From an optimization exercise on the open Yosys and OpenROAD flow, aimed at small area; shortcuts taken in it are not production practice.
Only the layout flow was run in this run; the RTL was not checked for function there.

[config.mk]
export PLATFORM = sky130hd
export DESIGN_NAME = neural_compressor_top
export DESIGN_NICKNAME = neural_compressor_top
export VERILOG_FILES = /design/flow/design.v
export SDC_FILE = /design/flow/constraint.sdc
export NUM_CORES = 8
export LEC_CHECK = 0
export CAP_MARGIN = 20
export CORE_MARGIN = 2
export CORE_UTILIZATION = 40
export SLEW_MARGIN = 20
[constraint.sdc]
create_clock -name core_clock -period 120.0 [get_ports {clk}]
set_input_delay 24.0000 -clock core_clock [delete_from_list [all_inputs] [get_ports {clk}]]
set_output_delay 24.0000 -clock core_clock [all_outputs]
set_load 0.01 [all_outputs]
[design.v]
package neural_compressor_pkg;
    parameter int DATA_WIDTH = 32;         
    parameter int ADDR_WIDTH = 10;         
    parameter int FIFO_DEPTH = 16;         
    parameter int FILTER_ORDER = 4;        
    parameter int WINDOW_SIZE = 32;        
    parameter int SPIKE_THRESHOLD = 32'h00050000;  
    parameter int MAX_RUN_LENGTH = 255;    
    parameter int DELTA_BITS = 16;         
    typedef struct packed {
        logic [DATA_WIDTH-1:0] tdata;
        logic                   tvalid;
        logic                   tlast;
        logic [DATA_WIDTH/8-1:0] tkeep;
    } axis_t;
    typedef struct packed {
        logic [15:0] sample_count;
        logic [15:0] spike_count;
        logic [7:0]  compression_ratio;
        logic        overflow;
    } compress_stats_t;
    parameter logic [5*DATA_WIDTH-1:0] B_COEFF = {
        32'h00000D6B,   
        32'h00000000,   
        32'hFFFF5A5A,   
        32'h00000000,   
        32'h00000D6B    
    };
    parameter logic [5*DATA_WIDTH-1:0] A_COEFF = {
        32'h00003D71,   
        32'hFFFE4CCD,   
        32'h0002B852,   
        32'hFFFD8F5C,   
        32'h00010000    
    };
endpackage
import neural_compressor_pkg::*;
module fixed_point_filter
#(
    parameter int ORDER = FILTER_ORDER
)(
    input  logic                    clk,
    input  logic                    rst_n,
    input  logic [DATA_WIDTH-1:0]   data_in,
    input  logic                    valid_in,
    output logic                    ready_out,
    output logic [DATA_WIDTH-1:0]   data_out,
    output logic                    valid_out,
    input  logic                    ready_in
);
    logic [DATA_WIDTH-1:0] x_delay [0:ORDER];
    logic [DATA_WIDTH-1:0] y_delay [0:ORDER];
    logic signed [63:0] acc_b, acc_a;
    logic signed [63:0] mac_result;
    typedef enum logic [1:0] {
        IDLE,
        COMPUTE_B,
        COMPUTE_A,
        OUTPUT
    } state_t;
    state_t state, next_state;
    logic [2:0] mac_counter;
    function automatic logic signed [63:0] fixed_mult(
        input logic signed [31:0] a,
        input logic signed [31:0] b
    );
        logic signed [63:0] prod;
        prod = $signed(a) * $signed(b);
        fixed_mult = prod >>> 16;  
    endfunction
    always_ff @(posedge clk or negedge rst_n) begin
        if (!rst_n) begin
            state <= IDLE;
            mac_counter <= 0;
        end else begin
            state <= next_state;
            case (state)
                COMPUTE_B, COMPUTE_A: begin
                    if (mac_counter < ORDER)
                        mac_counter <= mac_counter + 1;
                    else
                        mac_counter <= 0;
                end
                default: mac_counter <= 0;
            endcase
        end
    end
    always_comb begin
        next_state = state;
        case (state)
            IDLE: begin
                if (valid_in && ready_out)
                    next_state = COMPUTE_B;
            end
            COMPUTE_B: begin
                if (mac_counter == ORDER)
                    next_state = COMPUTE_A;
            end
            COMPUTE_A: begin
                if (mac_counter == ORDER)
                    next_state = OUTPUT;
            end
            OUTPUT: begin
                if (ready_in)
                    next_state = IDLE;
            end
        endcase
    end
    always_ff @(posedge clk or negedge rst_n) begin
        if (!rst_n) begin
            for (int i = 0; i <= ORDER; i++) begin
                x_delay[i] <= '0;
                y_delay[i] <= '0;
            end
            acc_b <= '0;
            acc_a <= '0;
            data_out <= '0;
            valid_out <= '0;
        end else begin
            case (state)
                IDLE: begin
                    valid_out <= '0;
                    if (valid_in && ready_out) begin
                        for (int i = ORDER; i > 0; i--) begin
                            x_delay[i] <= x_delay[i-1];
                        end
                        x_delay[0] <= data_in;
                        acc_b <= '0;
                        acc_a <= '0;
                    end
                end
                COMPUTE_B: begin
                    acc_b <= acc_b + fixed_mult(neural_compressor_pkg::B_COEFF[mac_counter*DATA_WIDTH +: DATA_WIDTH], x_delay[mac_counter]);
                end
                COMPUTE_A: begin
                    if (mac_counter > 0)
                        acc_a <= acc_a + fixed_mult(neural_compressor_pkg::A_COEFF[mac_counter*DATA_WIDTH +: DATA_WIDTH], y_delay[mac_counter]);
                end
                OUTPUT: begin
                    mac_result = acc_b - acc_a;
                    data_out <= mac_result[31:0];  
                    valid_out <= '1;
                    if (ready_in) begin
                        for (int i = ORDER; i > 0; i--) begin
                            y_delay[i] <= y_delay[i-1];
                        end
                        y_delay[0] <= mac_result[31:0];
                    end
                end
            endcase
        end
    end
    assign ready_out = (state == IDLE);
endmodule
import neural_compressor_pkg::*;
module spike_detector
#(
    parameter int WINDOW = WINDOW_SIZE
)(
    input  logic                    clk,
    input  logic                    rst_n,
    input  logic [DATA_WIDTH-1:0]   data_in,
    input  logic                    valid_in,
    output logic                    ready_out,
    output logic [DATA_WIDTH-1:0]   data_out,
    output logic                    spike_detected,
    output logic                    valid_out,
    input  logic                    ready_in,
    input  logic [DATA_WIDTH-1:0]   threshold,
    output logic [15:0]             spike_count
);
    logic [DATA_WIDTH-1:0] window_buffer [0:WINDOW-1];
    logic [$clog2(WINDOW)-1:0] write_ptr;
    logic window_full;
    logic [$clog2(WINDOW):0] sample_count;
    logic signed [DATA_WIDTH-1:0] mean, variance, std_dev;
    logic signed [63:0] sum, sum_sq;
    logic signed [DATA_WIDTH-1:0] abs_value;
    logic threshold_exceeded;
    logic spike_flag;
    logic [3:0] refractory_counter;  
    always_comb begin
        abs_value = ($signed(data_in) < 0) ? -$signed(data_in) : data_in;
    end
    assign threshold_exceeded = (abs_value > threshold);
    always_ff @(posedge clk or negedge rst_n) begin
        if (!rst_n) begin
            write_ptr <= '0;
            window_full <= '0;
            sample_count <= '0;
            sum <= '0;
            sum_sq <= '0;
            mean <= '0;
            spike_count <= '0;
            spike_flag <= '0;
            refractory_counter <= '0;
            for (int i = 0; i < WINDOW; i++)
                window_buffer[i] <= '0;
        end else if (valid_in && ready_out) begin
            window_buffer[write_ptr] <= data_in;
            write_ptr <= (write_ptr == WINDOW-1) ? '0 : write_ptr + 1;
            if (!window_full) begin
                sample_count <= sample_count + 1;
                window_full <= (sample_count == WINDOW-1);
            end
            if (window_full) begin
                sum = '0;
                for (int i = 0; i < WINDOW; i++) begin
                    sum += $signed(window_buffer[i]);
                end
                mean <= sum / WINDOW;
            end
            if (refractory_counter > 0) begin
                refractory_counter <= refractory_counter - 1;
                spike_flag <= '0;
            end else if (threshold_exceeded && window_full) begin
                spike_flag <= '1;
                spike_count <= spike_count + 1;
                refractory_counter <= 8;  
            end else begin
                spike_flag <= '0;
            end
        end else begin
            spike_flag <= '0;
        end
    end
    always_ff @(posedge clk or negedge rst_n) begin
        if (!rst_n) begin
            data_out <= '0;
            spike_detected <= '0;
            valid_out <= '0;
        end else begin
            if (valid_in && ready_out) begin
                data_out <= data_in;
                spike_detected <= spike_flag;
                valid_out <= '1;
            end else if (ready_in || !valid_in) begin
                valid_out <= '0;
            end
        end
    end
    assign ready_out = ready_in;
endmodule
import neural_compressor_pkg::*;
module delta_compressor
(
    input  logic                    clk,
    input  logic                    rst_n,
    input  logic [DATA_WIDTH-1:0]   data_in,
    input  logic                    spike_in,
    input  logic                    valid_in,
    output logic                    ready_out,
    output logic [DATA_WIDTH-1:0]   compressed_out,
    output logic [1:0]              packet_type,   
    output logic                    valid_out,
    input  logic                    ready_in,
    output neural_compressor_pkg::compress_stats_t         stats
);
    logic [DATA_WIDTH-1:0] prev_value;
    logic signed [DATA_WIDTH-1:0] delta;
    logic [15:0] input_count, output_count, local_spike_count;
    logic first_sample;
    always_comb begin
        delta = $signed(data_in) - $signed(prev_value);
    end
    assign ready_out = ready_in;
    always_ff @(posedge clk or negedge rst_n) begin
        if (!rst_n) begin
            prev_value <= '0;
            compressed_out <= '0;
            packet_type <= '0;
            valid_out <= '0;
            first_sample <= '1;
            input_count <= '0;
            output_count <= '0;
            local_spike_count <= '0;
        end else begin
            if (valid_in && ready_out) begin
                input_count <= input_count + 1;
                if (spike_in) begin
                    compressed_out <= data_in;
                    packet_type <= 2'b10;  
                    valid_out <= '1;
                    output_count <= output_count + 1;
                    local_spike_count <= local_spike_count + 1;
                    prev_value <= data_in;
                    first_sample <= '0;
                end else if (first_sample) begin
                    compressed_out <= data_in;
                    packet_type <= 2'b11;  
                    valid_out <= '1;
                    output_count <= output_count + 1;
                    prev_value <= data_in;
                    first_sample <= '0;
                end else begin
                    compressed_out <= delta;
                    packet_type <= 2'b00;  
                    valid_out <= '1;
                    output_count <= output_count + 1;
                    prev_value <= data_in;
                end
            end else begin
                valid_out <= '0;
            end
        end
    end
    logic [31:0] ratio_calc;
    always_comb begin
        if (input_count > 0)
            ratio_calc = (output_count * 100) / input_count;
        else
            ratio_calc = 100;
    end
    always_ff @(posedge clk or negedge rst_n) begin
        if (!rst_n) begin
            stats <= '0;
        end else begin
            stats.sample_count <= input_count;
            stats.spike_count <= local_spike_count;
            stats.compression_ratio <= ratio_calc[7:0];
            stats.overflow <= (output_count > input_count);  
        end
    end
endmodule
import neural_compressor_pkg::*;
module neural_compressor_top
(
    input  logic        clk,
    input  logic        rst_n,
    input  logic [DATA_WIDTH-1:0]   s_axis_tdata,
    input  logic                    s_axis_tvalid,
    output logic                    s_axis_tready,
    input  logic                    s_axis_tlast,
    output logic [DATA_WIDTH-1:0]   m_axis_tdata,
    output logic [1:0]              m_axis_tuser,   
    output logic                    m_axis_tvalid,
    input  logic                    m_axis_tready,
    output logic                    m_axis_tlast,
    input  logic [DATA_WIDTH-1:0]   cfg_threshold,
    input  logic                    cfg_enable,
    output neural_compressor_pkg::compress_stats_t         stats,
    output logic [15:0]             spike_count
);
    logic [DATA_WIDTH-1:0] filtered_data;
    logic filtered_valid, filtered_ready;
    logic [DATA_WIDTH-1:0] detected_data;
    logic spike_detected;
    logic detected_valid, detected_ready;
    logic [DATA_WIDTH-1:0] compressed_data;
    logic [1:0] packet_type;
    logic compressed_valid, compressed_ready;
    logic s_axis_tvalid_gated;
    assign s_axis_tvalid_gated = s_axis_tvalid && cfg_enable;
    fixed_point_filter u_filter (
        .clk        (clk),
        .rst_n      (rst_n),
        .data_in    (s_axis_tdata),
        .valid_in   (s_axis_tvalid_gated),
        .ready_out  (s_axis_tready),
        .data_out   (filtered_data),
        .valid_out  (filtered_valid),
        .ready_in   (filtered_ready)
    );
    spike_detector u_detector (
        .clk            (clk),
        .rst_n          (rst_n),
        .data_in        (filtered_data),
        .valid_in       (filtered_valid),
        .ready_out      (filtered_ready),
        .data_out       (detected_data),
        .spike_detected (spike_detected),
        .valid_out      (detected_valid),
        .ready_in       (detected_ready),
        .threshold      (cfg_threshold),
        .spike_count    (spike_count)
    );
    delta_compressor u_compressor (
        .clk            (clk),
        .rst_n          (rst_n),
        .data_in        (detected_data),
        .spike_in       (spike_detected),
        .valid_in       (detected_valid),
        .ready_out      (detected_ready),
        .compressed_out (compressed_data),
        .packet_type    (packet_type),
        .valid_out      (compressed_valid),
        .ready_in       (compressed_ready),
        .stats          (stats)
    );
    assign m_axis_tdata = compressed_data;
    assign m_axis_tuser = packet_type;
    assign m_axis_tvalid = compressed_valid;
    assign compressed_ready = m_axis_tready;
    logic tlast_pending;
    always_ff @(posedge clk or negedge rst_n) begin
        if (!rst_n) begin
            tlast_pending <= '0;
            m_axis_tlast <= '0;
        end else begin
            if (s_axis_tvalid && s_axis_tready && s_axis_tlast)
                tlast_pending <= '1;
            if (m_axis_tvalid && m_axis_tready && tlast_pending) begin
                m_axis_tlast <= '1;
                tlast_pending <= '0;
            end else begin
                m_axis_tlast <= '0;
            end
        end
    end
endmodule
[run.sh]
#!/bin/bash
# synth_recipe.tcl (not shown) runs the flow's synth.tcl, then flattens the netlist and writes it again
# the make line also repeats each setting of config.mk as NAME=value (left out here)
make -C /OpenROAD-flow-scripts/flow DESIGN_CONFIG=/design/flow/config.mk WORK_HOME=/design/flow/orfs CLKGATE_MAP_FILE= SYNTH_SCRIPT=/design/flow/synth_recipe.tcl finish
==> reports/qor.txt <==
RUN STATUS
-------------------------------------------------------------------------------------------------
Result of the run ..................................................................  no timing/DRC/antenna violations

YOSYS
-------------------------------------------------------------------------------------------------
Top flip-flop cell by instance count after synthesis ............................... sky130_fd_sc_hd__dfrtp_1
Sequential fraction of the synthesis area ..........................................        17.3%
Synthesized instance count .........................................................       10,287
Mapped Avg Cell Area ...............................................................    9.05 um^2
Commonest cells in the synthesized netlist ......................................... 1,560 x sky130_fd_sc_hd__inv_1, 1,184 x sky130_fd_sc_hd__nand2_1, 1,168 x sky130_fd_sc_hd__fa_1
Number of warning messages in the yosys log ........................................            7
Share of the synthesized area in the top cell type .................................        25.1%
Most instantiated library cell after synthesis ..................................... sky130_fd_sc_hd__inv_1
Top cell type by total area after synthesis ........................................ sky130_fd_sc_hd__fa_1
Mapped Area ........................................................................  93,100 um^2
Proportion of register bits with asynchronous set or reset after synthesis .........         100%
Seq cells post-synth ...............................................................          643
Number of enable flip-flop cells after synthesis ...................................            0
Number of distinct library cell variants in the gate-level netlist after synthesis .          118
Synth area leaders ................................................................. sky130_fd_sc_hd__fa_1 25%, sky130_fd_sc_hd__dfrtp_1 17%, sky130_fd_sc_hd__ha_1 14%, sky130_fd_sc_hd__inv_1 6.3%, sky130_fd_sc_hd__nand2_1 4.8%

DRT
-------------------------------------------------------------------------------------------------
DRT iter0 DRCs .....................................................................        4,759
Routed Antenna Nets ................................................................            0
WL/cell ............................................................................      20.9 um
Drt first pass iters ...............................................................            6
Via total after detailed routing ...................................................       73,558
Sum of routed wire length over all layers ..........................................   282,000 um
Routed via count divided by cell count .............................................         5.46
DRC violations left ................................................................            0

FLOORPLANNING
-------------------------------------------------------------------------------------------------
Die Height .........................................................................       487 um
Core ar. ........................................................................... 232,000 um^2
Count of standard-cell rows ........................................................          177
Initial cell density of the core ...................................................        40.1%
Total die area ..................................................................... 237,000 um^2
IO Count ...........................................................................          164
Width of the die ...................................................................       487 um

WORST SETUP PATH
-------------------------------------------------------------------------------------------------
Most frequent cell on the critical path ............................................ sky130_fd_sc_hd__o21a_1
Startpoint types ...................................................................    flip-flop
CP max stage delay .................................................................      0.82 ns
Data arrival, critical path ........................................................    100.83 ns
Cell with the largest stage delay on the worst path ................................ sky130_fd_sc_hd__nor3_2
Critical Setup Path Class ..........................................................      reg2reg
Data required time of the worst path ...............................................    120.57 ns
Maximum fanout encountered on the critical timing path .............................           39
Capturing element type of the critical path ........................................    flip-flop

TIMING
-------------------------------------------------------------------------------------------------
Largest clock skew in the final design .............................................    0.0830 ns
Worst slew margin ..................................................................        19.3%
Number of pins exceeding their max-slew limit in the final report ..................            0
Number of failing setup endpoints in the final timing report .......................            0
Slew at the pin closest to its max-slew limit ......................................      1.21 ns
Fmax ...............................................................................     9.97 MHz
Number of hold violations in the final report ......................................            0
Setup repair after global routing missed its margin ................................           no
Min Tclk post-route ................................................................    100.26 ns
Worst slack on hold paths ..........................................................     0.375 ns
Crit share post-route ..............................................................        83.6%
Final total negative setup slack ...................................................         0 ns

CLOCK TREE
-------------------------------------------------------------------------------------------------
Hold-fix buffers at CTS ............................................................            0
Number of buffers added by the clock tree synthesis step ...........................           81
Buffer count from post-CTS setup fixing ............................................            0
Post-CTS sizing ....................................................................            0
Clock tree from TritonCTS ..........................................................         done
Clock Root Buffer .................................................................. sky130_fd_sc_hd__clkbuf_16
Insertion delay of the later-clocked pin in the worst-skew pair ....................      0.77 ns
Clock transition at the registers of the reported paths ............................      0.06 ns
Clock sink total ...................................................................          643
Maximum root-to-sink buffer count ..................................................            3
H-tree depth reported by CTS .......................................................            3

GLOBAL ROUTING
-------------------------------------------------------------------------------------------------
Initial antenna violation count ....................................................            5
Total global-route track usage .....................................................        24.0%
Wire length of the first global-routing pass .......................................   444,000 um
Remaining global-route overflow ....................................................            0
Pin count of the biggest net entering global routing ...............................          120
Number of global-route vias before repair ..........................................       76,892

MIN PATH
-------------------------------------------------------------------------------------------------
Hold Crit Class ....................................................................      reg2reg

FINAL LAYOUT
-------------------------------------------------------------------------------------------------
Final Core Density .................................................................        43.7%
Fillers ............................................................................       22,629
Final nets .........................................................................       12,612
Fraction of layout cells with a size suffix above 1 ................................        7.31%
Synthesis-to-layout area growth ....................................................        8.98%

PLACED DESIGN
-------------------------------------------------------------------------------------------------
Final RePlAce weighted congestion ..................................................        0.964
HPWL reported at the end of detailed placement .....................................   233,000 um
Number of buffers added on ports ...................................................          163

RUN
-------------------------------------------------------------------------------------------------
Maximum Capacitance Violations .....................................................            0

==> placed cells by master, fill, tap and decap left out, drive strengths merged, types with 104 or more instances in the layout <==
cell type / count
inv: 1563
nand2: 1186
fa: 1168
ha: 1014
dfrtp: 642
nor2: 638
a21oi: 432
o21ai: 359
xnor2: 321
mux2: 311
nor3: 268
o21a: 231
a21o: 211
clkdlybuf4s50: 162
nand3: 156
xor2: 151
buf: 123
o31ai: 119
clkbuf: 111
a22oi: 104
==> registers in the layout, indices dropped and copies added (netlist names), 32 cells and up <==
name	count
u_compressor.compressed_out	32
u_compressor.prev_value	32
u_compressor.stats	41
u_detector.data_out	32
u_filter.acc_a	32
u_filter.acc_b	32
u_filter.data_out	32
u_filter.x_delay	160
u_filter.y_delay	160
==> worst max-delay path: cells and delay by family (launching register included) <==
family                     cells  cell delay, ns
AOI/OAI and AO/OA            274           62.10
adders and majority gates     36           11.42
muxes                          9            3.23
DFF                            1            0.47
and+or+nand+nor               84           19.30
buffers and inverters         20            3.34
==> kinds of logic after synthesis <==
kind of cell	count (synthesis)	share of synthesized area [%]
simple gates	2830	13.9
fa+ha+maj	2186	38.8
compound gates	1943	13.9
buf+inv	1862	7.52
flops	643	17.3
xor+xnor	472	4.44
mux	349	4.18
other cells	2	0.00806
==> per-layer routing <==
layer  track usage (%)  share of wire, %  vias up
met5                 0            0.0039        -
met4              12.0               5.7        2
met3              2.94               4.7      506
met2              40.6                48     1822
met1              30.3                42    36787
li1                  -                 -    34441
==> path summary, 6_finish.rpt <==
kind,start,endpoint,slack [ns],cells after the start
min reg2reg,u_compressor.local_spike_count[14]$_DFFE_PN0P_,u_compressor.stats[23]$_DFF_PN0_,0.38,0
min,u_compressor.local_spike_count[14]$_DFFE_PN0P_,u_compressor.stats[23]$_DFF_PN0_,0.38,0
max,u_compressor.output_count[5]$_DFFE_PN0P_,u_compressor.stats[1]$_DFF_PN0_,19.74,423
max in group asynchronous,rst_n,u_compressor.compressed_out[20]$_DFFE_PN0P_,92.12,7
max reg2reg,u_compressor.output_count[5]$_DFFE_PN0P_,u_compressor.stats[1]$_DFF_PN0_,19.74,423
min in group asynchronous,rst_n,u_filter.x_delay[0][2]$_DFFE_PN0P_,23.06,1
==> layout make-up <==
cell class / instances / area [um^2] / area share, %
antenna: 9 / 22.5 / 0.0222
tap: 3043 / 3810 / 3.75
inverter: 1562 / 5860 / 5.78
sequential: 643 / 16100 / 15.9
multi-input combinational: 7787 / 70200 / 69.1
clock inverter: 37 / 638 / 0.629
timing repair buffer: 285 / 2570 / 2.53
clock buffer: 111 / 2330 / 2.30
==> through the flow <==
stage               setup WS [ns]  cell area (um^2)  cells
floorplan                   26.83             93200  10292
global placement            23.73             98500  13319
finish                      19.74            101000  13477
CTS                         20.95            101000  13467
global route                11.37            101000  13476
detailed placement          21.35             98500  13319

==> static timing again, ports no longer ideal <==
The flow's constraints put no driver on any port. The routed layout listed below was extracted and timed again, unchanged, in two steps. Step 1 assumes that a clkbuf_16 drives the clock port and a buf_2 every other input. Step 2 also shifts input and output timing later by t, the mid clock arrival at the registers, as if the neighbouring blocks saw the same clock. Slacks: ideal ports / drivers / drivers and shift; pairs: ideal ports / drivers.
shift t [ns]: 0.831
slack for setup (ns): 19.736 / 19.736 / 19.736
worst hold slack (ns): 0.375 / 0.375 / 0.375
After both steps setup and hold are still met in this run. For this run, drivers alone change the setup slack by 0.000 ns; drivers and shift together by 0.000 ns.
